Background: an optimization exercise with open tools, aiming at small area, a short achievable clock period and few clock cycles per item. Do not read the settings as production practice.
RTL that was checked went through simulation tests only; none was proved equivalent to the original.

== run 1 ==
Design booth_multiplier, start of the top module:
module booth_multiplier #(
    parameter int N = 64
)(
    input  logic                    clk,
    input  logic                    rst,
    input  logic                    start,
    input  logic signed [N-1:0]     multiplicand,
    input  logic signed [N-1:0]     multiplier,
    output logic signed [(2*N)-1:0] product,
    output logic                    done
);
    logic [63:0]   M;           
    logic [63:0]   Q;           
    logic [65:0]   S, C;        
    logic [7:0]    SL, CL;      
    logic [3:0]    one, two, ng;    
    logic [3:0]    oneb, twob, ngb;    
    logic          first;       
    logic [2:0]    cnt;
    logic          busy, fin;
    logic [8:0]    lsum;
    logic          cout;
    assign lsum = {1'b0, SL} + {1'b0, CL};
    assign cout = lsum[8];
    function automatic logic [2:0] recode(input logic [2:0] b);
        recode[2] = b[1] ^ b[0];
        recode[1] = (b[2] & ~b[1] & ~b[0]) | (~b[2] & b[1] & b[0]);
        recode[0] = b[2];
    endfunction
    logic [8:0] nb;       
    logic [3:0] one_n, two_n, ng_n;
    always_comb begin
        if (start) nb = {multiplier[7:0], 1'b0};
        else       nb = Q[15:7];
        for (int j = 0; j < 4; j++)
            {one_n[j], two_n[j], ng_n[j]} = recode(nb[2*j +: 3]);
    end
    logic [65:0] pp0;
    logic [65:0] pp1;
    logic [65:0] pp2;
    logic [65:0] pp3;
    always_comb begin
        pp0[0] = ng[0] ^ (one[0] & M[0]);
  ...
export LEC_CHECK = 0
export CAP_MARGIN = 20
export CORE_MARGIN = 2
export CORE_UTILIZATION = 40
export SETUP_SLACK_MARGIN = 3.3
export SLEW_MARGIN = 20
export SYNTH_HIERARCHICAL = 1
export SYNTH_MINIMUM_KEEP_SIZE = 0
export BUFFER_PORTS_ARGS = -buffer_cell sky130_fd_sc_hd__buf_2
create_clock -name core_clock -period 6.0 [get_ports {clk}]
standard.sh (not shown) runs the stock make flow with config.mk's settings and CLKGATE_MAP_FILE= SYNTH_SCRIPT=/design/flow/synth_recipe.tcl, a recipe that flattens the netlist after the stock synthesis.
==> flow/flow/run.sh <==
#!/bin/bash
# Own layout flow: the standard flow, with the port buffers made from
# sky130_fd_sc_hd__buf_2 cells instead of the default cell.
set -e
cp standard.sh standard_sh.txt
echo "export BUFFER_PORTS_ARGS = -buffer_cell sky130_fd_sc_hd__buf_2" >> config.mk
bash standard.sh > standard.log 2>&1
Run 1: no failed stages, no open violations at the end
Testbench counts of run 1, summed over its fixed seeds: cycles 2,880, items 288.
Changes in run 2 relative to run 1:
Settings: changing SETUP_SLACK_MARGIN from 3.3 to 3.0; changing CORE_UTILIZATION from 40 to 60.
- Diff run 1 and run 2: met3 routed wirelength higher in run 2
- Run 1 → run 2: minimum clock period after layout went up; fraction of area in registers went up; number of cells on the critical path went up; non-clock buffer contribution to total cell area went down.
- Compared to run 1, run 2 has core utilization 16 points higher.
- The peak clock frequency supported by timing of run 2 falls short of that of run 1 by about 1.4%.
For run 3, these inputs were changed with respect to run 2:
Settings: BUFFER_PORTS_ARGS now -buffer_cell sky130_fd_sc_hd__buf_1, was -buffer_cell sky130_fd_sc_hd__buf_2.
==> flow/flow/run.sh <==
#!/bin/bash
# Own layout flow: the standard flow, with the port buffers made from
# sky130_fd_sc_hd__buf_1 cells instead of the default cell.
set -e
cp standard.sh standard_sh.txt
echo "export BUFFER_PORTS_ARGS = -buffer_cell sky130_fd_sc_hd__buf_1" >> config.mk
bash standard.sh > standard.log 2>&1
On number of instances in the placed design, run 2 tracks run 3 almost exactly.
Run 3 completed; timing, DRC and antenna clean
Run 2 | stages: all done | timing, DRC, antenna: all pass
Area share of buffers outside the clock network: higher on run 2
Changes observed in run 3 relative to run 2: clock buffer count now sits higher, count of buffers from port buffering closely matched the old numbers, instance count of the mapped netlist roughly the same.
Non-clock inverter instance count of the final layout: run 3 vs run 2 identical
Looking at post-CTS repair timing setup buffer count, run 3 sits above run 2.
In the flow results for run 2 and run 3, the maximum net fanout on the critical path is larger on run 3.
From run 2 to run 3 the numbers moved as follows: share of the clock period used by the worst path fell by 1.6 points, total track usage rose by 0.43 points.


booth_multiplier, a different RTL version from the one above (not shown whole).
Size in the first run: ~2300 cells after synthesis, roughly 0.024 mm² of cells after synthesis.
Settings: LEC_CHECK=0, CAP_MARGIN=20, CORE_MARGIN=2, CORE_UTILIZATION=60, SETUP_SLACK_MARGIN=3.15, SLEW_MARGIN=20, SYNTH_HIERARCHICAL=1, SYNTH_MINIMUM_KEEP_SIZE=0, BUFFER_PORTS_ARGS=-buffer_cell sky130_fd_sc_hd__buf_1; clock period 6.0 ns.
==> flow/flow/run.sh <==
#!/bin/bash
# Own layout flow: the standard flow, with the port buffers made from
# sky130_fd_sc_hd__buf_1 cells instead of the default cell.
set -e
cp standard.sh standard_sh.txt
echo "export BUFFER_PORTS_ARGS = -buffer_cell sky130_fd_sc_hd__buf_1" >> config.mk
bash standard.sh > standard.log 2>&1
Then changed:
Settings changed: SETUP_SLACK_MARGIN 3.15 to 3.25.
Routed wire length grows by 1.7%.
Synthesized area stays the same.
First-iteration DRC count decreases by 1.8%.
Register-to-register slack is about the same.
Die area does not change.
Core utilization rises by 0.73 points.
No functional check of the RTL was part of any run of this note.


== orange ==
Another version of the RTL of booth_multiplier (not shown whole).
Size: about 260 I/O pins, ~25000 sq um of cells after synthesis.
export LEC_CHECK = 0
export CAP_MARGIN = 20
export CORE_MARGIN = 2
export CORE_UTILIZATION = 60
export SETUP_SLACK_MARGIN = 3.0
export SLEW_MARGIN = 20
export SYNTH_HIERARCHICAL = 1
export SYNTH_MINIMUM_KEEP_SIZE = 0
export BUFFER_PORTS_ARGS = -buffer_cell sky130_fd_sc_hd__buf_1
create_clock -name core_clock -period 6.0 [get_ports {clk}]
Scripts as last shown in full above: flow/flow/run.sh
Modified inputs, red compared to orange
- SETUP_SLACK_MARGIN: 3.0 -> 3.3
### Flow results
- orange: no failed stages, no open violations at the end
- The final layout from red, which completed every stage, passed the timing, DRC and antenna checks at the end of the flow.
- Higher non-clock buffer count in the final layout goes to red over orange.
- Comparing share of the core filled with cells for orange and red, the smaller number came from orange.
- Layout overhead on the synthesized area delta for red relative to orange: 4.5 points higher
- Comparing red with orange, the horizontal extent of the die came out essentially unchanged.
- Fraction of final layout cells with drive strength greater than 1 for red is higher than for orange.
- Summary — worst stage delay on the critical path, red relative to orange: lower, by 0.06 ns.
- Delta (red minus orange): critical path depth has increased, setup slack of the most critical reg-to-reg path has increased.
Function was not checked in any run of this note: the RTL went through the layout flow alone.

==> what the ideal ports hide <==
Ports are ideal in the flow. The routed layouts listed here were re-timed in OpenROAD. Step 1: set_driving_cell puts a clkbuf_16 on clk and a buf_2 on each other input, an assumption about the parent block. Step 2 times the ports against the registers' clock, not the clock port: input delays grow and output delays shrink by t, the midpoint of the rising clock arrivals with the driver on. Three values: no drivers, after step 1, after step 2; two values: the first two.
| run | shift t [ns] | slack for setup (ns) | clock arrival spread, ns |
|---|---|---|---|
| run 1 | 0.625 | 2.985 / 2.985 / 2.954 | 0.013 / 0.013 |
| run 2 | 0.621 | 2.941 / 2.941 / 2.606 | 0.025 / 0.025 |
| run 3 | 0.617 | 3.035 / 3.035 / 2.586 | 0.022 / 0.023 |
| the first run of note 2 | 0.617 | 3.189 / 3.189 / 2.899 | 0.027 / 0.027 |
| the second run of note 2 | 0.615 | 3.188 / 3.188 / 2.891 | 0.027 / 0.027 |
| orange | 0.605 | 3.097 / 3.130 / 2.525 | 0.015 / 0.015 |
| red | 0.615 | 3.197 / 3.197 / 2.927 | 0.028 / 0.028 |
After both steps every run listed still meets setup and hold. The setup slack of orange, which loses most, moves by +0.033 ns with the drivers and by -0.572 ns with both steps.
